This design comes from an exercise in tuning for small area, a short achievable clock period and few clock cycles per item on the open sky130 flow, not from production work. Only simulation tests tie the RTL to the original design; equivalence was not proved. No activity file was given, so power comes from the tool's default toggle rates.

==> design/flow/design.v <==
module bk_add #(parameter N = 32) (
    input  [N-1:0] a,
    input  [N-1:0] b,
    input          cin,
    output [N-1:0] s,
    output         co
);
    localparam TOP = (N > 64) ? 64 : (N > 32) ? 32 : (N > 16) ? 16 : (N > 8) ? 8 : (N > 4) ? 4 : (N > 2) ? 2 : 1;
    wire [N-1:0] p0 = a ^ b;
    wire [N-1:0] g0 = a & b;
    reg  [N-1:0] G, P;
    integer i, d;
    always @(*) begin
        G = g0;
        P = p0;
        G[0] = g0[0] | (p0[0] & cin);
        for (d = 1; d < N; d = d * 2)
            for (i = 2 * d - 1; i < N; i = i + 2 * d) begin
                G[i] = G[i] | (P[i] & G[i - d]);
                P[i] = P[i] & P[i - d];
            end
        for (d = TOP; d >= 1; d = d / 2)
            for (i = 3 * d - 1; i < N; i = i + 2 * d) begin
                G[i] = G[i] | (P[i] & G[i - d]);
                P[i] = P[i] & P[i - d];
            end
    end
    assign s = p0 ^ {G[N-2:0], cin};
    assign co = G[N-1];
endmodule
module alu_addsub (
    input  [31:0] a,
    input  [31:0] b,       
    input         cin,
    output [31:0] s,
    output [3:0]  flag
);
    assign s = a + b + {31'd0, cin};      
    wire ovf = (a[31] == b[31]) & (s[31] != a[31]);
    wire [31:0] cz = {a[30:0] | b[30:0], cin};
    wire zero = ~|((a ^ b) ^ cz);
    assign flag = {ovf, zero, s[31], ovf};
endmodule
module mul_group (
    input  [31:0] m,
    input  [8:0]  q9,      
    input  [31:0] s_in,    
    input  [31:0] c_in,
    input         cl_in,   
    output [31:0] s_out,
    output [31:0] c_out,
    output        cl_out,
    output [7:0]  p        
);
    wire [39:0] r [0:3];
    wire [3:0] ng;
    genvar t;
    generate
        for (t = 0; t < 4; t = t + 1) begin : row
            wire b0 = q9[2*t], b1 = q9[2*t+1], b2 = q9[2*t+2];
            wire one = b0 ^ b1;
            wire two = (b2 & ~b1 & ~b0) | (~b2 & b1 & b0);
            assign ng[t] = b2 & ~(b1 & b0);
            wire [32:0] mn = {m[31], m} ^ {33{ng[t]}};      
            wire [32:0] x = ({33{one}} & mn) | ({33{two}} & {mn[31:0], ng[t]});
            wire [39:0] u = {7'd0, ~x[32], x[31:0]};
            assign r[t] = u << (2*t);
        end
    endgenerate
    wire [39:0] nv = {32'd0, 1'b1, ng[3], 1'b1, ng[2], 1'b1, ng[1], 1'b1, ng[0]} ;
    wire [39:0] av = {8'd0, s_in};
    wire [39:0] bv = {8'd0, c_in[31:1], c_in[0] | 1'b0};
    wire [39:0] s1 = r[0] ^ r[1] ^ r[2];
    wire [39:0] c1 = ((r[0] & r[1]) | (r[0] & r[2]) | (r[1] & r[2])) << 1;
    wire [39:0] s2 = r[3] ^ av ^ bv;
    wire [39:0] c2 = ((r[3] & av) | (r[3] & bv) | (av & bv)) << 1;
    wire [39:0] s3 = s1 ^ c1 ^ s2;
    wire [39:0] c3 = ((s1 & c1) | (s1 & s2) | (c1 & s2)) << 1;
    wire [39:0] c2n = c2 | {39'd0, cl_in};           
    wire [39:0] s4 = s3 ^ c2n ^ nv;
    wire [39:0] c4 = ((s3 & c2n) | (s3 & nv) | (c2n & nv)) << 1;
    wire [39:0] s5 = s4 ^ c4 ^ c3;
    wire [39:0] c5 = ((s4 & c4) | (s4 & c3) | (c4 & c3)) << 1;
    wire [8:0] lo = {1'b0, s5[7:0]} + {1'b0, c5[7:0]};
    assign p = lo[7:0];
    assign cl_out = lo[8];
    assign s_out = s5[39:8];
    assign c_out = c5[39:8];
endmodule
module mul_hi (
    input  [31:0] s,
    input  [31:0] c,
    input         cl,
    output [31:0] h,
    output        hz
);
    localparam [31:0] K = 32'haaaaaaaa;
    wire [31:0] x = s ^ c ^ K;
    wire [31:0] y = {((s[30:0] & c[30:0]) | (s[30:0] & K[30:0]) | (c[30:0] & K[30:0])), cl};
    wire co;
    bk_add #(32) u_cpa (.a(x), .b(y), .cin(1'b0), .s(h), .co(co));
    assign hz = ~|((x ^ y) ^ {x[30:0] | y[30:0], 1'b0});
endmodule
module div_step (
    input  [30:0] r,
    input         b,
    input         zs,
    input  [32:0] y,
    input         cin,
    output [30:0] r_out,
    output        q
);
    wire [32:0] t;
    wire co;
    bk_add #(33) u_sub (.a({zs, r, b}), .b(y), .cin(cin), .s(t), .co(co));
    assign q = t[32] ^ ~zs;
    assign r_out = q ? t[30:0] : {r[29:0], b};
endmodule
module div_lt (
    input  [30:0] v,
    input         zs,
    input  [32:0] y,
    input         cin,
    output        lt
);
    wire [32:0] t;
    wire co;
    bk_add #(33) u_cmp (.a({zs, zs, v}), .b(y), .cin(cin), .s(t), .co(co));
    assign lt = t[32] ^ zs;
endmodule
module ALU #(
    parameter WIDTH = 32
)(
    input [WIDTH-1:0] num_1,
    input [WIDTH-1:0] num_2,
    input [WIDTH-1:0] sub_reg_input,
    input [3:0] opcode,
    input clk,
    output reg [WIDTH-1:0] result,
    output reg [WIDTH-1:0] sub_reg_result,
    output reg done,
    output reg [3:0] flag  
);
    wire op_mul = (opcode == 4'd2);
    wire op_div = (opcode == 4'd3);
    wire op_arith = (opcode == 4'd0) | (opcode == 4'd1) | (opcode == 4'd4);
    wire op_logic = (opcode == 4'd5) | (opcode == 4'd6) | (opcode == 4'd7) | (opcode == 4'd8);
    wire is_add = ~opcode[0] & ~opcode[2];
    wire is_neg = opcode[2];
    wire [31:0] aa = is_neg ? 32'd0 : num_1;
    wire [31:0] bb = is_add ? num_2 : ~(is_neg ? num_1 : num_2);
    wire [31:0] ar_s;
    wire [3:0]  ar_f;
    alu_addsub u_add (.a(aa), .b(bb), .cin(~is_add), .s(ar_s), .flag(ar_f));
    reg [31:0] lg;
    always @(*) begin
        case (opcode[1:0])
            2'b01:   lg = num_1 & num_2;
            2'b10:   lg = num_1 | num_2;
            2'b11:   lg = num_1 ^ num_2;
            default: lg = ~num_1;
        endcase
    end
    wire [3:0] lg_f = {1'b0, ~|lg, lg[31], 1'b0};
    reg        act;         
    reg        fin;         
    reg        ovf;         
    reg  [5:0] cnt;         
    reg  [31:0] hs;         
    reg  [31:0] hc;         
    reg         mcl;        
    reg  [31:0] lo;         
    reg         cr;         
    reg         zr;         
    wire [1:0] grp = act ? cnt[1:0] : 2'd0;
    reg  [8:0] q9;
    always @(*) begin
        case (grp)
            2'd0: q9 = {num_2[7:0], 1'b0};
            2'd1: q9 = num_2[15:7];
            2'd2: q9 = num_2[23:15];
            default: q9 = num_2[31:23];
        endcase
    end
    wire [31:0] ms_s, ms_c;
    wire ms_cl;
    wire [7:0] ms_p;
    mul_group u_mul (.m(num_1), .q9(q9), .s_in(act ? hs : 32'h55555556), .c_in(act ? hc : 32'd0),
                     .cl_in(act & mcl), .s_out(ms_s), .c_out(ms_c), .cl_out(ms_cl), .p(ms_p));
    wire [31:0] mh;
    wire mhz;
    mul_hi u_mh (.s(hs), .c(hc), .cl(mcl), .h(mh), .hz(mhz));
    wire zs = sub_reg_input[31];
    wire ds = num_2[31];
    wire dneg = zs ^ ds;
    wire [32:0] y = {num_2[31], num_2} ^ {33{~dneg}};    
    wire cin = ~dneg;
    wire [30:0] r0 = act ? hs[30:0] : sub_reg_input[30:0];    
    wire [31:0] l0 = act ? lo : num_1;
    wire [5:0]  cn = act ? cnt : 6'd32;
    wire [30:0] r1, r2;
    wire q1, q2;
    wire [32:0] yr = {hc[31], hc};       
    div_step u_s1 (.r(hs[30:0]), .b(lo[31]), .zs(zs), .y(yr), .cin(cr), .r_out(r1), .q(q1));
    div_step u_s2 (.r(r1), .b(lo[30]), .zs(zs), .y(yr), .cin(cr), .r_out(r2), .q(q2));
    wire ltA, ltB;
    div_lt u_la (.v({r0[0], l0[31:2]}), .zs(zs), .y(y), .cin(cin), .lt(ltA));
    div_lt u_lb (.v({r0[18:0], l0[31:20]}), .zs(zs), .y(y), .cin(cin), .lt(ltB));
    wire doA = (cn >= 6'd30) & (r0[30:1] == {30{zs}}) & ltA;
    wire doB = (cn >= 6'd12) & (r0[30:19] == {12{zs}}) & ltB;
    always @(posedge clk) begin
        cr <= cin;
        zr <= zs;
        hc  <= opcode[0] ? y[31:0] : ms_c;
        mcl <= ms_cl;
        if (!opcode[0]) begin                
            hs  <= ms_s;
            lo  <= {ms_p, lo[31:8]};
        end else if (doA) begin
            hs  <= {1'b0, r0[0], l0[31:2]};
            lo  <= {l0[1:0], {30{dneg}}};
        end else if (doB) begin
            hs  <= {1'b0, r0[18:0], l0[31:20]};
            lo  <= {l0[19:0], {12{dneg}}};
        end else if (!act) begin
            hs  <= {1'b0, r0};
            lo  <= l0;
        end else begin
            hs  <= {1'b0, r2};
            lo  <= {lo[29:0], q1 ^ dneg, q2 ^ dneg};
        end
        if (!(op_mul | op_div) | fin) begin
            act <= 1'b0;
            fin <= 1'b0;
        end else if (op_mul) begin
            cnt <= act ? cnt + 6'd1 : 6'd1;
            act <= 1'b1;
            fin <= act & (cnt[1:0] == 2'd3);
        end else begin
            act <= 1'b1;
            if (!act) ovf <= 1'b0;
            if (doA) begin
                cnt <= cn - 6'd30;
                fin <= (cn == 6'd30);
            end else if (doB) begin
                cnt <= cn - 6'd12;
                fin <= (cn == 6'd12);
            end else if (!act) begin
                cnt <= 6'd32;
            end else begin
                cnt <= cnt - 6'd2;
                ovf <= cnt[5] & q1;
                fin <= (cnt == 6'd2) | (cnt[5] & q1);
            end
        end
    end
    wire rneg = ~cr;
    wire [31:0] ea = {1'b1, hs[30:0]};
    wire [31:0] eb = yr[31:0];
    wire [31:0] ecz = {ea[30:0] | eb[30:0], cr};
    wire ex = ~|((ea ^ eb) ^ ecz);
    wire sadj = zr & ex & (lo[0] ^ rneg);         
    wire dcin = rneg ^ sadj;
    reg  [31:0] dpre;                             
    integer k;
    always @(*) begin
        dpre[0] = 1'b1;
        for (k = 1; k < 32; k = k + 1) dpre[k] = dpre[k-1] & lo[k-1];
    end
    wire [31:0] dq = lo ^ (dpre & {32{dcin}});
    wire [31:0] dr = sadj ? 32'd0 : {zr, hs[30:0]};
    wire qz = (lo == {32{rneg}});
    wire dsign = rneg ? ~qz : (&lo[30:0] & sadj);
    always @(*) begin
        result = lg;
        sub_reg_result = 32'd0;
        flag = lg_f;
        done = 1'b0;
        if (op_arith) begin
            result = ar_s;
            flag = ar_f;
            done = 1'b1;
        end else if (op_logic) begin
            done = 1'b1;
        end else if (op_mul) begin
            result = lo;
            sub_reg_result = mh;
            flag = {1'b0, mhz & ~|lo, mh[31], 1'b0};
            done = fin;
        end else if (op_div) begin
            result = ovf ? 32'd0 : dq;
            sub_reg_result = ovf ? 32'd0 : dr;
            flag = ovf ? 4'b1100 : {1'b0, qz, dsign, 1'b0};
            done = fin;
        end
    end
endmodule
==> design/flow/flow/run.sh <==
#!/bin/bash
set -euo pipefail
export BUFFER_PORTS_ARGS="-buffer_cell sky130_fd_sc_hd__buf_2"
bash standard.sh > flow.log 2>&1
==> design/flow/standard.sh <==
#!/bin/bash
# synth_recipe.tcl (not shown) runs the flow's synth.tcl, then flattens the netlist and writes it again
# the make line also repeats each setting of config.mk as NAME=value (left out here)
make -C /OpenROAD-flow-scripts/flow DESIGN_CONFIG=/design/flow/config.mk WORK_HOME=/design/flow/orfs CLKGATE_MAP_FILE= SYNTH_SCRIPT=/design/flow/synth_recipe.tcl "${@:-finish}"
==> design/flow/config.mk <==
export PLATFORM = sky130hd
export DESIGN_NAME = ALU
export DESIGN_NICKNAME = ALU
export VERILOG_FILES = /design/flow/design.v
export SDC_FILE = /design/flow/constraint.sdc
export NUM_CORES = 4
export LEC_CHECK = 0
export ABC_AREA = 1
export CAP_MARGIN = 20
export CORE_MARGIN = 2
export CORE_UTILIZATION = 70
export PLACE_DENSITY = 0.85
export SETUP_SLACK_MARGIN = 3.0
export SLEW_MARGIN = 20
==> design/flow/constraint.sdc <==
create_clock -name core_clock -period 10.0 [get_ports {clk}]
set_input_delay 2.0000 -clock core_clock [delete_from_list [all_inputs] [get_ports {clk}]]
set_output_delay 2.0000 -clock core_clock [all_outputs]
set_load 0.01 [all_outputs]
==> summary.md, run 1 <==
| Metric | Value |
|---|---|
| Routability congestion estimate | `1.14` |
| Worst path top cell family by delay | `simple AND/OR/NAND/NOR gates` |
| Fin crit share | `0.704` |
| Slew headroom | `0.114` |
| Placed wire-length estimate | `106000 um` |
| Top FF cell, synth | `dfxtp_1` |
| Worst Path Max Fanout | `16` |
| Input/output buffers | `169` |
| Avg WL per Cell | `26.0 um` |
| Die Ht | `210 um` |
| Worst Max-Slew Pin Slew | `1.31 ns` |
| Drt initial violations | `6310` |
| First-pass GRT wire length | `195000 um` |
| Critical path launch point type | `register` |
| Comb power frac | `0.844` |
| Final setup viols | `0` |
| Initial Utilization | `0.707` |
| Clock Sinks | `107` |
| CP Capture Type | `primary output` |
| Core Util, Final | `0.768` |
| Global Route Usage Sum | `0.597` |
| Top post-synthesis cells by area | `ha_1 (18%), nand2_1 (15%), fa_1 (12%)` |
| Overall routed net length | `136000 um` |
| Clk pwr share | `0.044` |
| Slowest CP cell | `dfxtp_1` |
| Layout cells sized above 1 | `0.105` |
| Nets | `5377` |
| Max Root-Sink Buffers | `2` |
| Buf/Inv on CP | `3` |
| DP Area | `30500 um^2` |
| Top-count cell post-synth | `nand2_1` |
| Maxcap violations | `0` |
| Die Area | `43900 um^2` |
| Final ANT Viol Nets | `0` |
| Core ar. | `41900 um^2` |
| DR DRC count | `0` |
| Cts bufs inserted | `9` |
| Asr flop ratio synth | `0` |
| Critical Path RT | `8.00 ns` |
| Vias in the first global route | `31400` |
| Row count | `75` |
| Synthesized cell area | `29600 um^2` |
| Synth warn | `4` |
| Pre-CTS WS | `1.96 ns` |
| Cells after Synth | `4589` |
| Worst Path Arrival | `5.04 ns` |
| Shortest period the worst path allows | `7.04 ns` |
| Pre-antenna DRT Iters | `10` |
| Area Overhead vs Synth | `8.68%` |
| Clock Latency Late Sink | `0.40 ns` |
| Reg power frac | `0.112` |
| Clock skew | `0.0161 ns` |
| Peak supply drop | `0.224 mV` |
| Synth top area share | `0.177` |
| Crit-path cells | `inv_1 > ha_1 > ha_1 > nor2_1 > nand3b_1 > nor2_1 > nand4_1 > nor2_1 > nand2_2 > nand2_1 > nand2_1 > nor2_1 > nand3_1 > inv_1 > nand2_1 > nand2_1 > nand3_1 > nand2_1 > o211ai_1 > nand2_1 > buf_2` |
| Pins Over Slew Limit | `0` |
| Post-DR vias/cell | `6.68` |
| Internal Power | `3680 uW` |
| Initial antenna violation count | `9` |
| Switching share of power | `0.588` |
| Final Hold Fails | `0` |
| Final hold slack | `0.557 ns` |
| Worst setup margin | `2.96 ns` |
| Crit-path max cell delay | `0.67 ns` |
| Type of the worst setup path | `register to primary output` |
| NetSw | `5260 uW` |
| Total I/O pin count | `170` |
| FMAX | `142 MHz` |
| Leakage Power | `0.0174 uW` |
| Status | `timing/DRC/antenna clean` |
| Yosys cell types | `64` |
| Global route overflow | `0` |
| Die Wd | `210 um` |
| Synthesized area per cell | `6.44 um^2` |
| Net count after synthesis | `5284` |
| CTS tree | `done` |
| Post-synth EDFFs | `7` |
| H-Tree Depth | `3` |
| Pwr Density | `278 nW/um^2` |
| Clock tree root buffer cell | `clkbuf_16` |
| Pin count of the biggest net entering global routing | `91` |
| RSZ-0062 raised after global routing | `yes` |
| Setup TNS | `0 ns` |
| Cell taking the most area after synthesis | `ha_1` |
| Vias | `35000` |
| Seq/Total Area, Yosys | `0.0748` |
| #FFs+latches synth | `107` |
| Post-synth top cells | `nand2_1 (1161), inv_1 (772), ha_1 (419), o21ai_0 (258), nand3_1 (241)` |
| Clock slew at reported path FFs | `0.09 ns` |
| Worst Hold Class | `register to register` |
| Finished Cell Area | `32100 um^2` |
| Worst path most repeated cell | `nand2_1` |
metal layers:
| layer | global-route usage | up-vias | wire [um] |
|---|---|---|---|
| met5 | 0.0256 | - | 208 |
| met4 | 0.477 | 10 | 15100 |
| met3 | 0.294 | 989 | 25800 |
| met2 | 0.805 | 3368 | 49900 |
| met1 | 0.714 | 15600 | 44800 |
| li1 | - | 15000 | - |
worst paths after layout:
check,slack (ns),cells past startpoint,start,to
worst max-delay path,2.96,21,hc[4],result[6]
worst min-delay path,0.56,2,lo[21],lo[13]
worst max register to register,3.05,26,cnt[1],lo[31]
worst min register to register,0.56,2,lo[21],lo[13]
what timing repair did:
item / in CTS / in global routing
pin swaps: 4 / 44
cloned: 6 / 3
hold buffers: 0 / 0
resized for setup: 63 / 146
endpoints found under the setup margin: 83 / 106
buffers inserted: 14 / 49
cell usage in the layout (no fill, tap or decap), drive strengths merged, types with 9 or more instances in the layout:
cell type  netlist  final
nand2         1167   1168
inv            780    781
ha             419    419
o21ai          309    309
buf             76    273
nand3          242    242
a21oi          223    223
nor2           219    219
xor2           205    205
fa             175    175
o22ai          111    111
dfxtp          100    100
xnor2           60     60
nand4           53     53
o211ai          41     41
or2             39     39
nor3            29     29
nor4            28     28
o2111ai         22     22
a221oi          20     20
clkinvlp         0     18
clkinv          28     18
a21o            15     15
o22a            15     15
clkbuf         126     13
o21bai          11     11
o21a             9      9
a211oi           9      9
logic make-up after synthesis:
group           count (synthesis)  synth area share
xor+xnor                      265            0.0785
mux                             1          0.000339
compound gates                820             0.162
simple gates                 1792             0.253
fa+ha+maj                     594             0.296
flops                         107            0.0748
buf+inv                      1010             0.135
power by group through the flow:
stage / combinational [uW] / clock [uW] / sequential [uW]
6_report: 7540 / 396 / 999
5_1_grt: 8210 / 394 / 976
4_1_cts: 7060 / 381 / 937
3_5_place_dp: 6950 / 0 / 947
3_3_place_gp: 6700 / 0 / 946
2_1_floorplan: 5070 / 0 / 763
tightest hold or removal path: cells and delay by family, from the launching register on:
kind,cells,cell delay [ns]
DFF,1,0.37
and+or+nand+nor,1,0.10
AOI/OAI and AO/OA,1,0.04
stage by stage:
stage / instances / total power (uW)
floorplan: 4589 / 5830
global placement: 5138 / 7650
detailed placement: 5138 / 7900
CTS: 5174 / 8370
global route: 5227 / 9580
finish: 5232 / 8930
sequential cells by signal (all words and copies together), names as in the netlist:
| name | count |
|---|---|
| cr | 1 |
| act | 1 |
| hc | 32 |
| fin | 1 |
| lo | 32 |
| zr | 1 |
| ovf | 1 |
| mcl | 1 |
| cnt | 6 |
| hs | 31 |
layout make-up:
type	instances	area, um^2
flip-flops and latches	107	2230
repair inverters	3	15.0
inverters	808	3110
fillers	3346	9720
multi-input cells	3473	23800
diodes	6	15.0
well taps	539	674
clock inverters	6	56.3
clock buffers	10	229
repair buffers	280	1970
Testbench counts, summed over its fixed seeds: cycles 8,810, items 4,800.
==> run 2: changes to the inputs <==
--- a/design/flow/config.mk
+++ b/design/flow/config.mk
@@ -10,5 +10,5 @@
 export CORE_MARGIN = 2
-export CORE_UTILIZATION = 70
-export PLACE_DENSITY = 0.85
-export SETUP_SLACK_MARGIN = 3.0
+export CORE_UTILIZATION = 55
+export PLACE_DENSITY = 0.7
+export SETUP_SLACK_MARGIN = 3.2
 export SLEW_MARGIN = 20
==> summary.md, run 2 <==
| Metric | Value |
|---|---|
| Status | `timing/DRC/antenna clean` |
| Die Ht | `236 um (+13%)` |
| RSZ-0062 raised after global routing | `yes` |
| Routability congestion estimate | `1.12 (-2.2%)` |
| Synth warn | `4 (unchanged)` |
| Nets | `5442 (+1.2%)` |
| Setup TNS | `0 ns (unchanged)` |
| Most frequent cells in the layout | `nand2_1 (1142), inv_1 (745), ha_1 (388)` |
| Worst Hold Class | `register to register` |
| Finished Cell Area | `33500 um^2 (+4.2%)` |
| Vias in the first global route | `29800 (-5.2%)` |
| Critical path launch point type | `input port` |
| First-pass GRT wire length | `200000 um (+2.8%)` |
| Largest regs | `hc: 32 flops, lo: 32 flops, hs: 31 flops` |
| Worst Max-Slew Pin Slew | `1.14 ns (-0.173 ns)` |
| Initial Utilization | `0.559 (-0.147)` |
| Asr flop ratio synth | `0 (unchanged)` |
| Post-synth EDFFs | `7 (unchanged)` |
| Synthesized area per cell | `6.44 um^2 (unchanged)` |
| Pins Over Slew Limit | `0 (unchanged)` |
| Metal3 WL | `22500 um (-13%)` |
| Clock Latency Late Sink | `0.41 ns (about the same)` |
| Final Hold Fails | `0 (unchanged)` |
| Total I/O pin count | `170 (unchanged)` |
| #FFs+latches synth | `107 (unchanged)` |
| Top post-synthesis cells by area | `ha_1 (18%), nand2_1 (15%), fa_1 (12%)` |
| Top-count cell post-synth | `nand2_1` |
| Seq/Total Area, Yosys | `0.0748 (unchanged)` |
| FMAX | `146 MHz (+2.9%)` |
| H-Tree Depth | `3 (unchanged)` |
| Overall routed net length | `142000 um (+4.4%)` |
| Global route overflow | `0 (unchanged)` |
| Max Root-Sink Buffers | `2 (unchanged)` |
| Shortest period the worst path allows | `6.84 ns (-0.200 ns)` |
| Internal Power | `3720 uW (+1.3%)` |
| Worst path most repeated cell | `inv_2` |
| Yosys cell types | `64 (unchanged)` |
| Die Area | `55600 um^2 (+27%)` |
| Switching share of power | `0.582 (-0.00606)` |
| Fill count | `5178 (+55%)` |
| Leakage Power | `0.0178 uW (+2.3%)` |
| Type of the worst setup path | `input port to primary output` |
| Maxcap violations | `0 (unchanged)` |
| Final setup viols | `0 (unchanged)` |
| Flop-to-flop setup slack | `3.42 ns (+0.37 ns)` |
| Placed wire-length estimate | `112000 um (+5.3%)` |
| Slew headroom | `0.232 (+0.117)` |
| Slowest CP cell | `fa_2` |
| Row count | `84 (+12%)` |
| Clock skew | `0.0261 ns (+0.0100 ns)` |
| Wl on met1 | `53400 um (+19%)` |
| Synth top area share | `0.177 (unchanged)` |
| Clock tree root buffer cell | `clkbuf_16` |
| Met2 Routed Length | `54800 um (+9.7%)` |
| Commonest non-fill, non-tap cell in the layout | `nand2_1` |
| Vias | `33900 (-3.1%)` |
| Initial antenna violation count | `1 (-8)` |
| Layout cells sized above 1 | `0.139 (+0.0339)` |
| Area Overhead vs Synth | `13.2%` |
| DR DRC count | `0 (unchanged)` |
| Global Route Usage Sum | `0.486 (-0.111)` |
| Drt initial violations | `4914 (-22%)` |
| Input/output buffers | `169 (unchanged)` |
| Synthesized cell area | `29600 um^2 (unchanged)` |
| Top FF cell, synth | `dfxtp_1` |
| Clk pwr share | `0.044 (about the same)` |
| Core ar. | `52900 um^2 (+26%)` |
| Crit-path max cell delay | `0.37 ns (-0.30 ns)` |
| Avg WL per Cell | `26.1 um (+0.43%)` |
| Clock Sinks | `107 (unchanged)` |
| Cts bufs inserted | `9 (unchanged)` |
| Reg power frac | `0.115 (+0.003)` |
| Cell taking the most area after synthesis | `ha_1` |
| Worst Path Max Fanout | `6 (-10)` |
| Clock slew at reported path FFs | `0.09 ns (about the same)` |
| Max Used Layer | `met5` |
| Pre-antenna DRT Iters | `9 (-1)` |
| Fin crit share | `0.684 (-0.0200)` |
| CTS tree | `done` |
| Pin count of the biggest net entering global routing | `92 (+1.1%)` |
| Worst Path Arrival | `4.84 ns (-0.20 ns)` |
| Crit-path cells | `buf_16 > buf_16 > o21ai_4 > nand2_2 > o21ai_2 > inv_2 > fa_2 > inv_2 > fa_2 > inv_2 > nand3_2 > nand2_2 > a21oi_4 > o21ai_4 > a21oi_2 > inv_2 > a21oi_2 > or2_4 > a21oi_4 > buf_4 > o21ai_4 > nand2_1 > buf_2` |
| CP Capture Type | `primary output` |
| DP Area | `30800 um^2 (+0.94%)` |
| Post-synth top cells | `nand2_1 (1161), inv_1 (772), ha_1 (419), o21ai_0 (258), nand3_1 (241)` |
| Buf/Inv on CP | `8 (+5)` |
| Cells after Synth | `4589 (unchanged)` |
| Critical Path RT | `8.00 ns (about the same)` |
| Pwr Density | `266 nW/um^2 (-4.2%)` |
| NetSw | `5190 uW (-1.2%)` |
| Post-DR vias/cell | `6.22 (-6.8%)` |
| Net count after synthesis | `5284 (unchanged)` |
| Peak supply drop | `0.178 mV (-21%)` |
| Die Wd | `236 um (+13%)` |
| Final ANT Viol Nets | `0 (unchanged)` |
| Worst path top cell family by delay | `compound AO/OA/AOI/OAI gates` |
| # hold bufs at CTS | `0 (unchanged)` |
| Comb power frac | `0.842 (-0.002)` |
[run 2: kinds of logic (layout without fill, tap and decap cells)]
family,after synthesis,in the layout,share of synthesized area
multiplexers,1,1,0.000339
other,0,1,0
adder cells (fa/ha/maj),594,594,0.296
XOR/XNOR,265,265,0.0785
AO/OA/AOI/OAI,820,820,0.162
AND/OR/NAND/NOR,1792,1795,0.253
buffers and inverters,1010,1170,0.135
flip-flops,107,107,0.0748
[run 2: final cells by class]
cell class,instances,area [um^2],area share
Antenna cell,1,2.50,0.0000747
Clock buffer,10,229,0.00684
Clock inverter,6,56.3,0.00168
Inverter,808,3190,0.0951
Multi-Input combinational cell,3475,24400,0.727
Sequential cell,107,2250,0.0672
Tap cell,688,861,0.0257
Timing Repair Buffer,342,2530,0.0755
Timing Repair inverter,4,20.0,0.000598
[run 2: final timing paths]
kind,from,end,cells after the start
max reg2reg,cnt[1],lo[31],26
min,lo[12],lo[4],2
min reg2reg,lo[12],lo[4],2
max,opcode[2],result[14],23
[run 2: power by group through the flow]
| stage | Sequential [uW] | Combinational (uW) | Clock (uW) |
|---|---|---|---|
| finish | 1020 | 7500 | 392 |
| global route | 1020 | 8280 | 401 |
| global placement | 982 | 6830 | 0 |
| floorplan | 763 | 5070 | 0 |
| CTS | 970 | 7090 | 387 |
| detailed placement | 980 | 6960 | 0 |
[run 2: worst min-delay path: cells and delay by family, from the launching register on]
family / cells / cell delay, ns
flops: 1 / 0.37
buf+inv: 1 / 0.12
compound gates: 1 / 0.06
[run 2: through the flow]
stage               std cells  hold WS (ns)  utilization  total power (uW)  worst slack (ns)
floorplan                4589         0.475            -              5830              3.21
global placement         5297         0.566        0.582              7810              1.92
detailed placement       5297         0.563        0.582              7940              1.88
CTS                      5350         0.553        0.604              8450              3.10
global route             5440         0.605        0.633              9700              3.07
finish                   5441         0.575        0.633              8920              3.16
[run 2: what timing repair did]
item,in CTS,in global routing
gates resized for setup,140,252
setup buffers,29,84
pin swaps,16,68
gates cloned,8,6
setup endpoints to repair,91,86
[run 2: metal layers]
layer	vias to the layer above	GRT usage
met2	2634	0.669
met4	2	0.298
met3	499	0.166
li1	15100	-
met5	-	0
met1	15600	0.648
==> run 3: changes to the inputs <==
--- a/design/flow/design.v
+++ b/design/flow/design.v
@@ -72,13 +72,12 @@
     wire [39:0] bv = {8'd0, c_in[31:1], c_in[0] | 1'b0};
+    wire [39:0] sa = av ^ bv ^ nv;
+    wire [39:0] ca = (((av & bv) | (av & nv) | (bv & nv)) << 1) | {39'd0, cl_in};    
     wire [39:0] s1 = r[0] ^ r[1] ^ r[2];
     wire [39:0] c1 = ((r[0] & r[1]) | (r[0] & r[2]) | (r[1] & r[2])) << 1;
-    wire [39:0] s2 = r[3] ^ av ^ bv;
-    wire [39:0] c2 = ((r[3] & av) | (r[3] & bv) | (av & bv)) << 1;
+    wire [39:0] s2 = r[3] ^ sa ^ ca;
+    wire [39:0] c2 = ((r[3] & sa) | (r[3] & ca) | (sa & ca)) << 1;
     wire [39:0] s3 = s1 ^ c1 ^ s2;
     wire [39:0] c3 = ((s1 & c1) | (s1 & s2) | (c1 & s2)) << 1;
-    wire [39:0] c2n = c2 | {39'd0, cl_in};           
-    wire [39:0] s4 = s3 ^ c2n ^ nv;
-    wire [39:0] c4 = ((s3 & c2n) | (s3 & nv) | (c2n & nv)) << 1;
-    wire [39:0] s5 = s4 ^ c4 ^ c3;
-    wire [39:0] c5 = ((s4 & c4) | (s4 & c3) | (c4 & c3)) << 1;
+    wire [39:0] s5 = s3 ^ c3 ^ c2;
+    wire [39:0] c5 = ((s3 & c3) | (s3 & c2) | (c3 & c2)) << 1;
     wire [8:0] lo = {1'b0, s5[7:0]} + {1'b0, c5[7:0]};
--- a/design/flow/config.mk
+++ b/design/flow/config.mk
@@ -10,5 +10,5 @@
 export CORE_MARGIN = 2
-export CORE_UTILIZATION = 55
-export PLACE_DENSITY = 0.7
-export SETUP_SLACK_MARGIN = 3.2
+export CORE_UTILIZATION = 40
+export PLACE_DENSITY = 0.6
+export SETUP_SLACK_MARGIN = 3.0
 export SLEW_MARGIN = 20
==> summary.md, run 3 <==
| Metric | Value |
|---|---|
| Pin count of the biggest net entering global routing | `110 (+20%)` |
| Synthesized area per cell | `6.49 um^2 (+0.71%)` |
| RSZ-0062 raised after global routing | `yes` |
| Cts bufs inserted | `9 (unchanged)` |
| Leakage Power | `0.0173 uW (-3.2%)` |
| Routability congestion estimate | `1.07 (-4.3%)` |
| DR DRC count | `0 (unchanged)` |
| Critical path launch point type | `input port` |
| Maxcap violations | `0 (unchanged)` |
| Crit-path cells | `buf_2 > clkinv_2 > ha_1 > nand2_1 > o2111ai_1 > nor4_1 > nand4_1 > nor2_1 > a21oi_1 > o21ai_0 > buf_2` |
| Global Route Usage Sum | `0.353 (-0.133)` |
| First-pass GRT wire length | `202000 um (+0.64%)` |
| Synthesized cell area | `29700 um^2 (+0.36%)` |
| Area Overhead vs Synth | `9.76%` |
| Type of the worst setup path | `input port to primary output` |
| Largest family of logic cells by synthesized area | `adder cells` |
| H-Tree Depth | `3 (unchanged)` |
| Global route overflow | `0 (unchanged)` |
| Cells after Synth | `4573 (-0.35%)` |
| Worst Path Arrival | `4.92 ns (+0.08 ns)` |
| Worst path most repeated cell | `buf_2` |
| Overall routed net length | `138000 um (-2.4%)` |
| Critical Path RT | `8.00 ns (about the same)` |
| Largest regs | `hc: 32 flops, lo: 32 flops, hs: 31 flops` |
| Vias | `32000 (-5.4%)` |
| Nets | `5325 (-2.1%)` |
| Seq/Total Area, Yosys | `0.0745 (-0.000268)` |
| #FFs+latches synth | `107 (unchanged)` |
| Post-synth top cells | `nand2_1 (1159), inv_1 (730), ha_1 (417), o21ai_0 (286), nor2_1 (247)` |
| Placed wire-length estimate | `113000 um (+1.3%)` |
| Core ar. | `73200 um^2 (+38%)` |
| Cell taking the most area after synthesis | `ha_1` |
| Input/output buffers | `169 (unchanged)` |
| Final Hold Fails | `0 (unchanged)` |
| Fin crit share | `0.692 (+0.00738)` |
| Worst path top cell family by delay | `compound AO/OA/AOI/OAI gates` |
| Clock Sinks | `107 (unchanged)` |
| Max Root-Sink Buffers | `2 (unchanged)` |
| Drt initial violations | `3866 (-21%)` |
| Row count | `99 (+18%)` |
| Peak supply drop | `0.110 mV (-38%)` |
| Worst Hold Class | `register to register` |
| Top-count cell post-synth | `nand2_1` |
| Layout cells sized above 1 | `0.103 (-0.0358)` |
| Clock slew at reported path FFs | `0.08 ns (about the same)` |
| Slew headroom | `0.180 (-0.0522)` |
| Simple-gate share of the synthesized area | `0.251 (-0.00247)` |
| Status | `timing/DRC/antenna clean` |
| Core Util, Final | `0.445 (-0.188)` |
| Buf/Inv on CP | `3 (-5)` |
| Setup TNS | `0 ns (unchanged)` |
| Die Wd | `276 um (+17%)` |
| Yosys cell types | `63 (-1.6%)` |
| Total I/O pin count | `170 (unchanged)` |
| Commonest non-fill, non-tap cell in the layout | `nand2_1` |
| Final setup viols | `0 (unchanged)` |
| Die Ht | `276 um (+17%)` |
| Avg WL per Cell | `24.7 um (-5.1%)` |
| Clock tree root buffer cell | `clkbuf_16` |
| Final ANT Viol Nets | `0 (unchanged)` |
| Complex-gate fraction of the synthesized area | `0.173 (+0.0106)` |
| Asr flop ratio synth | `0 (unchanged)` |
| Slowest CP cell | `o2111ai_1` |
| Top post-synthesis cells by area | `ha_1 (18%), nand2_1 (15%), fa_1 (12%)` |
| Clock Latency Late Sink | `0.41 ns (about the same)` |
| Clock skew | `0.0258 ns (-0.000315 ns)` |
| Initial Utilization | `0.405 (-0.154)` |
| CTS tree | `done` |
| FMAX | `145 MHz (-1.1%)` |
| Worst Path Max Fanout | `6 (unchanged)` |
| Synth Area in Adders | `0.294 (-0.00190)` |
| Post-synth EDFFs | `7 (unchanged)` |
| Post-DR vias/cell | `5.72 (-8.1%)` |
| Initial antenna violation count | `5 (+4)` |
| Vias in the first global route | `30200 (+1.2%)` |
| Pwr Density | `250 nW/um^2 (-6.2%)` |
| Multiplexer share of the synthesized area | `0 (-0.000338)` |
| Net count after synthesis | `5266 (-0.34%)` |
| Synth warn | `4 (unchanged)` |
| Die Area | `76400 um^2 (+37%)` |
| Pre-antenna DRT Iters | `6 (-3)` |
| Top FF cell, synth | `dfxtp_1` |
| CP Capture Type | `primary output` |
| Crit-path max cell delay | `0.55 ns (+0.18 ns)` |
| Synth top area share | `0.176 (-0.00148)` |
| Shortest period the worst path allows | `6.92 ns (+0.0738 ns)` |
| Pins Over Slew Limit | `0 (unchanged)` |
| Xor/xnor cell area share of the yosys netlist | `0.0776 (-0.000872)` |
| Most frequent cells in the layout | `nand2_1 (1145), inv_1 (718), ha_1 (399)` |
| Worst Max-Slew Pin Slew | `1.22 ns (+0.0760 ns)` |
==> run 3: what timing repair did <==
item | CTS | global route
hold buffers | 0 | 0
hold endpoints to repair | 0 | 0
setup buffers | 3 | 24
gates cloned | 6 | 4
pin swaps | 3 | 24
gates resized for setup | 75 | 150
setup endpoints to repair | 100 | 101
==> run 3: tightest hold or removal path, stage by stage, from the launching register on <==
cell and delay, ns:
dfxtp_1 0.37, inv_1 0.14, o21ai_2 0.06
==> run 3: metrics by stage <==
step | std cells | power [uW] | cell area (um^2) | hold WS [ns] | setup WS (ns)
after floorplan | 4573 | 5450 | 29700 | 0.491 | 3.02
after global placement | 5542 | 7420 | 31100 | 0.593 | 1.93
after detailed placement | 5542 | 7480 | 31100 | 0.591 | 1.95
after CTS | 5567 | 7940 | 31900 | 0.605 | 3.00
after global routing | 5597 | 9000 | 32600 | 0.627 | 2.94
final | 5597 | 8130 | 32600 | 0.615 | 3.08
==> run 3: cells by family (layout without fill, tap and decap cells) <==
kind of cell | after synthesis | count (layout)
AO/OA/AOI/OAI | 852 | 853
XOR/XNOR | 263 | 263
adder cells (fa/ha/maj) | 592 | 592
buffers and inverters | 964 | 1027
flip-flops | 107 | 107
other | 0 | 1
AND/OR/NAND/NOR | 1795 | 1795
==> run 3: power breakdown <==
part / internal [uW] / switching, uW / total, uW
combinational: 2580 / 4190 / 6770
sequential: 590 / 376 / 966
clock: 182 / 216 / 398
total: 3350 / 4780 / 8130
==> run 3: path summary, 6_finish.rpt <==
path                   from  slack [ns]      end  cells past startpoint
hold reg to reg      lo[12]        0.61    lo[4]                      2
setup reg to reg     cnt[1]        3.56   lo[30]                     23
setup / recovery  num_1[12]        3.08  flag[2]                     11
hold / removal       lo[12]        0.61    lo[4]                      2
==> run 3: cell type report <==
cell class              count  area [um^2]
multi-input cells        3503        24200
repair buffers            249         1770
flip-flops and latches    107         2230
diodes                      1         2.50
clock inverters             5         46.3
clock buffers              11          243
inverters                 762         2930
well taps                 959         1200
fillers                  7815        40600
==> run 3: per-layer routing <==
layer / GRT usage / part of all wire / vias to the layer above
li1: - / - / 14900
met1: 0.469 / 0.41 / 15100
met2: 0.547 / 0.43 / 1696
met3: 0.0552 / 0.093 / 370
met4: 0.192 / 0.067 / 4
met5: 0 / 0.00020 / -
Testbench counts of run 3, summed over its fixed seeds: cycles 8,810, items 4,800.
==> run 4: changes to the inputs <==
--- a/design/flow/config.mk
+++ b/design/flow/config.mk
@@ -12,3 +12,3 @@
 export PLACE_DENSITY = 0.6
-export SETUP_SLACK_MARGIN = 3.0
+export SETUP_SLACK_MARGIN = 3.2
 export SLEW_MARGIN = 20
==> summary.md, run 4 <==
| Metric | Value |
|---|---|
| Worst Max-Slew Pin Slew | `1.14 ns (-0.0768 ns)` |
| Commonest non-fill, non-tap cell in the layout | `nand2_1` |
| Top post-synthesis cells by area | `ha_1 (18%), nand2_1 (15%), fa_1 (12%)` |
| Internal Power | `3400 uW (+1.4%)` |
| Clock Sinks | `107 (unchanged)` |
| Drt initial violations | `3874 (+0.21%)` |
| Hold-critical path depth | `2 (unchanged)` |
| Die Area | `76400 um^2 (unchanged)` |
| Most frequent cells in the layout | `nand2_1 (1140), inv_1 (710), ha_1 (394)` |
| Max Root-Sink Buffers | `2 (unchanged)` |
| Nets | `5369 (+0.83%)` |
| Maxcap violations | `0 (unchanged)` |
| Global Route Usage Sum | `0.360 (+0.00744)` |
| #FFs+latches synth | `107 (unchanged)` |
| Die Wd | `276 um (unchanged)` |
| Slew headroom | `0.231 (+0.0517)` |
| Setup TNS | `0 ns (unchanged)` |
| Yosys cell types | `63 (unchanged)` |
| Final ANT Viol Nets | `0 (unchanged)` |
| Reg power frac | `0.119 (about the same)` |
| Pre-antenna DRT Iters | `7 (+1)` |
| First-pass GRT wire length | `205000 um (+1.6%)` |
| Post-DR vias/cell | `5.76 (+0.59%)` |
| Fin crit share | `0.686 (-0.00607)` |
| Placed wire-length estimate | `115000 um (+1.2%)` |
| Asr flop ratio synth | `0 (unchanged)` |
| Synthesized area per cell | `6.49 um^2 (unchanged)` |
| Cell taking the most area after synthesis | `ha_1` |
| Layout cells sized above 1 | `0.127 (+0.0238)` |
| Worst Hold Class | `register to register` |
| Pwr Density | `247 nW/um^2 (-1.2%)` |
| NetSw | `4820 uW (+0.93%)` |
| Clock tree root buffer cell | `clkbuf_16` |
| Shortest period the worst path allows | `6.86 ns (-0.0607 ns)` |
| Final setup viols | `0 (unchanged)` |
| Clk pwr share | `0.048 (about the same)` |
| Cells after Synth | `4573 (unchanged)` |
| Worst R2R Path Depth | `23 (unchanged)` |
| Clock skew | `0.0183 ns (-0.00748 ns)` |
| Peak supply drop | `0.125 mV (+13%)` |
| Clock Latency Late Sink | `0.40 ns (about the same)` |
| Top FF cell, synth | `dfxtp_1` |
| Initial antenna violation count | `2 (-3)` |
| Area Overhead vs Synth | `12.3%` |
| Net count after synthesis | `5266 (unchanged)` |
| Critical Path RT | `8.00 ns (about the same)` |
| Comb power frac | `0.833 (about the same)` |
| CP Capture Type | `primary output` |
| Vias | `32500 (+1.4%)` |
| Largest regs | `hc: 32 flops, lo: 32 flops, hs: 31 flops` |
| Global route overflow | `0 (unchanged)` |
| Critical path launch point type | `input port` |
| Overall routed net length | `143000 um (+3.0%)` |
| RSZ-0062 raised after global routing | `yes` |
| Top-count cell post-synth | `nand2_1` |
| Switching share of power | `0.587 (-0.00109)` |
| Core ar. | `73200 um^2 (unchanged)` |
| Vias in the first global route | `30400 (+0.66%)` |
| Synthesized cell area | `29700 um^2 (unchanged)` |
| Worst Path Arrival | `4.86 ns (-0.06 ns)` |
| Type of the worst setup path | `input port to primary output` |
| Pin count of the biggest net entering global routing | `68 (-38%)` |
| Avg WL per Cell | `25.3 um (+2.3%)` |
| Die Ht | `276 um (unchanged)` |
| Status | `timing/DRC/antenna clean` |
| Total I/O pin count | `170 (unchanged)` |
| DR DRC count | `0 (unchanged)` |
| FMAX | `146 MHz (+0.89%)` |
| Post-synth EDFFs | `7 (unchanged)` |
| Post-synth top cells | `nand2_1 (1159), inv_1 (730), ha_1 (417), o21ai_0 (286), nor2_1 (247)` |
| H-Tree Depth | `3 (unchanged)` |
| Routability congestion estimate | `1.07 (-0.18%)` |
| Initial Utilization | `0.405 (unchanged)` |
| Cts bufs inserted | `9 (unchanged)` |
| Clock slew at reported path FFs | `0.09 ns (about the same)` |
| Final hold slack | `0.617 ns (+0.00282 ns)` |
| Leakage Power | `0.0175 uW (+1.3%)` |
| Synth top area share | `0.176 (unchanged)` |
| CTS tree | `done` |
| Pins Over Slew Limit | `0 (unchanged)` |
| Seq/Total Area, Yosys | `0.0745 (unchanged)` |
| Synth warn | `4 (unchanged)` |
| Input/output buffers | `169 (unchanged)` |
| # diodes | `0 (-1)` |
| Final Hold Fails | `0 (unchanged)` |
| Worst Path Max Fanout | `41 (+35)` |
| Row count | `99 (unchanged)` |
==> run 4: cell counts after synthesis <==
Identical to the previous run, type by type.
==> run 4: logic make-up after synthesis <==
kind of cell,Yosys count,synth area share
AOI/OAI and AO/OA,852,0.173
DFF,107,0.0745
and+or+nand+nor,1795,0.251
adders and majority gates,592,0.294
xor gates and xnor gates,263,0.0776
buffers and inverters,964,0.130
==> run 4: final timing paths <==
| path | start | end | slack, ns |
|---|---|---|---|
| max | opcode[0] | flag[2] | 3.14 |
| min | lo[12] | lo[4] | 0.62 |
| max reg2reg | cnt[1] | lo[30] | 3.43 |
| min reg2reg | lo[12] | lo[4] | 0.62 |
==> run 4: metrics by stage <==
stage	cell area, um^2	util	instances	worst slack (ns)	power, uW
2_1_floorplan	29700	-	4573	3.21	5450
3_3_place_gp	31100	0.425	5545	1.75	7430
3_5_place_dp	31100	0.425	5545	1.78	7450
4_1_cts	32300	0.442	5595	3.12	7980
5_1_grt	33300	0.455	5640	3.03	9060
6_report	33300	0.455	5640	3.14	8220
==> run 4: area by class of cell <==
class | instances | area [um^2]
timing repair inverter | 2 | 13.8
sequential | 107 | 2250
tap | 959 | 1200
clock buffer | 9 | 225
fill | 7772 | 39900
clock inverter | 7 | 58.8
timing repair buffer | 283 | 2020
multi-input combinational | 3511 | 24600
inverter | 762 | 2980
==> run 4: timing repair <==
item                                    in CTS  in global routing
resized for setup                          160                185
setup buffers                               24                 37
endpoints found under the setup margin     132                120
hold buffers                                 0                  0
pin swaps                                   14                 52
gates cloned                                10                  7
==> run 4: layer usage <==
metal  global-route usage  up-vias  part of all wire
met2                0.549     1796              0.42
li1                     -    15000                 -
met1                0.481    15300              0.41
met5                    0        -          0.000091
met3               0.0611      391             0.098
met4                0.204        2             0.068
==> run 4: power groups by stage <==
| stage | clock, uW | sequential (uW) | combinational [uW] |
|---|---|---|---|
| 2_1_floorplan | 0 | 748 | 4700 |
| 3_3_place_gp | 0 | 959 | 6470 |
| 3_5_place_dp | 0 | 954 | 6490 |
| 4_1_cts | 398 | 945 | 6630 |
| 5_1_grt | 411 | 984 | 7670 |
| 6_report | 395 | 981 | 6850 |
==> run 4: critical path, cell delays in order <==
cell	delay [ns]
buf_16	0.16
inv_16	0.12
clkbuf_8	0.34
nor2_4	0.03
buf_4	0.27
nand2_1	0.12
o2111ai_1	0.42
nor4_1	0.41
nand4_1	0.12
nor2_1	0.14
a21oi_1	0.09
o21ai_1	0.33
buf_2	0.20

==> afterwards: timing with drivers on the ports <==
No port has a modelled driver above. Below, the same layouts with a new extraction and two added sets of constraints.
Step 1 (the two cells are an assumption about what drives the block):
set clk [get_ports {clk}]
set_driving_cell -lib_cell sky130_fd_sc_hd__clkbuf_16 $clk
set_driving_cell -lib_cell sky130_fd_sc_hd__buf_2 [delete_from_list [all_inputs] $clk]
Step 2 times the ports against the registers' clock, not the clock port: input delays grow and output delays shrink by t, the midpoint of the rising clock arrivals with the driver on.
Three values: ideal ports, drivers, drivers and shift; two values: the first two.
run	t, ns	slack for setup (ns)	worst register clock-pin slew, ns
run 1	0.448	2.955 / 2.823 / 2.664	0.10 / 0.10
run 2	0.452	3.156 / 2.962 / 2.936	0.10 / 0.10
run 3	0.457	3.082 / 2.909 / 2.798	0.10 / 0.10
run 4	0.451	3.143 / 3.014 / 2.885	0.10 / 0.10
After both steps every run listed still meets setup and hold. The setup slack of run 1, which loses most, moves by -0.132 ns with the drivers and by -0.291 ns with both steps.
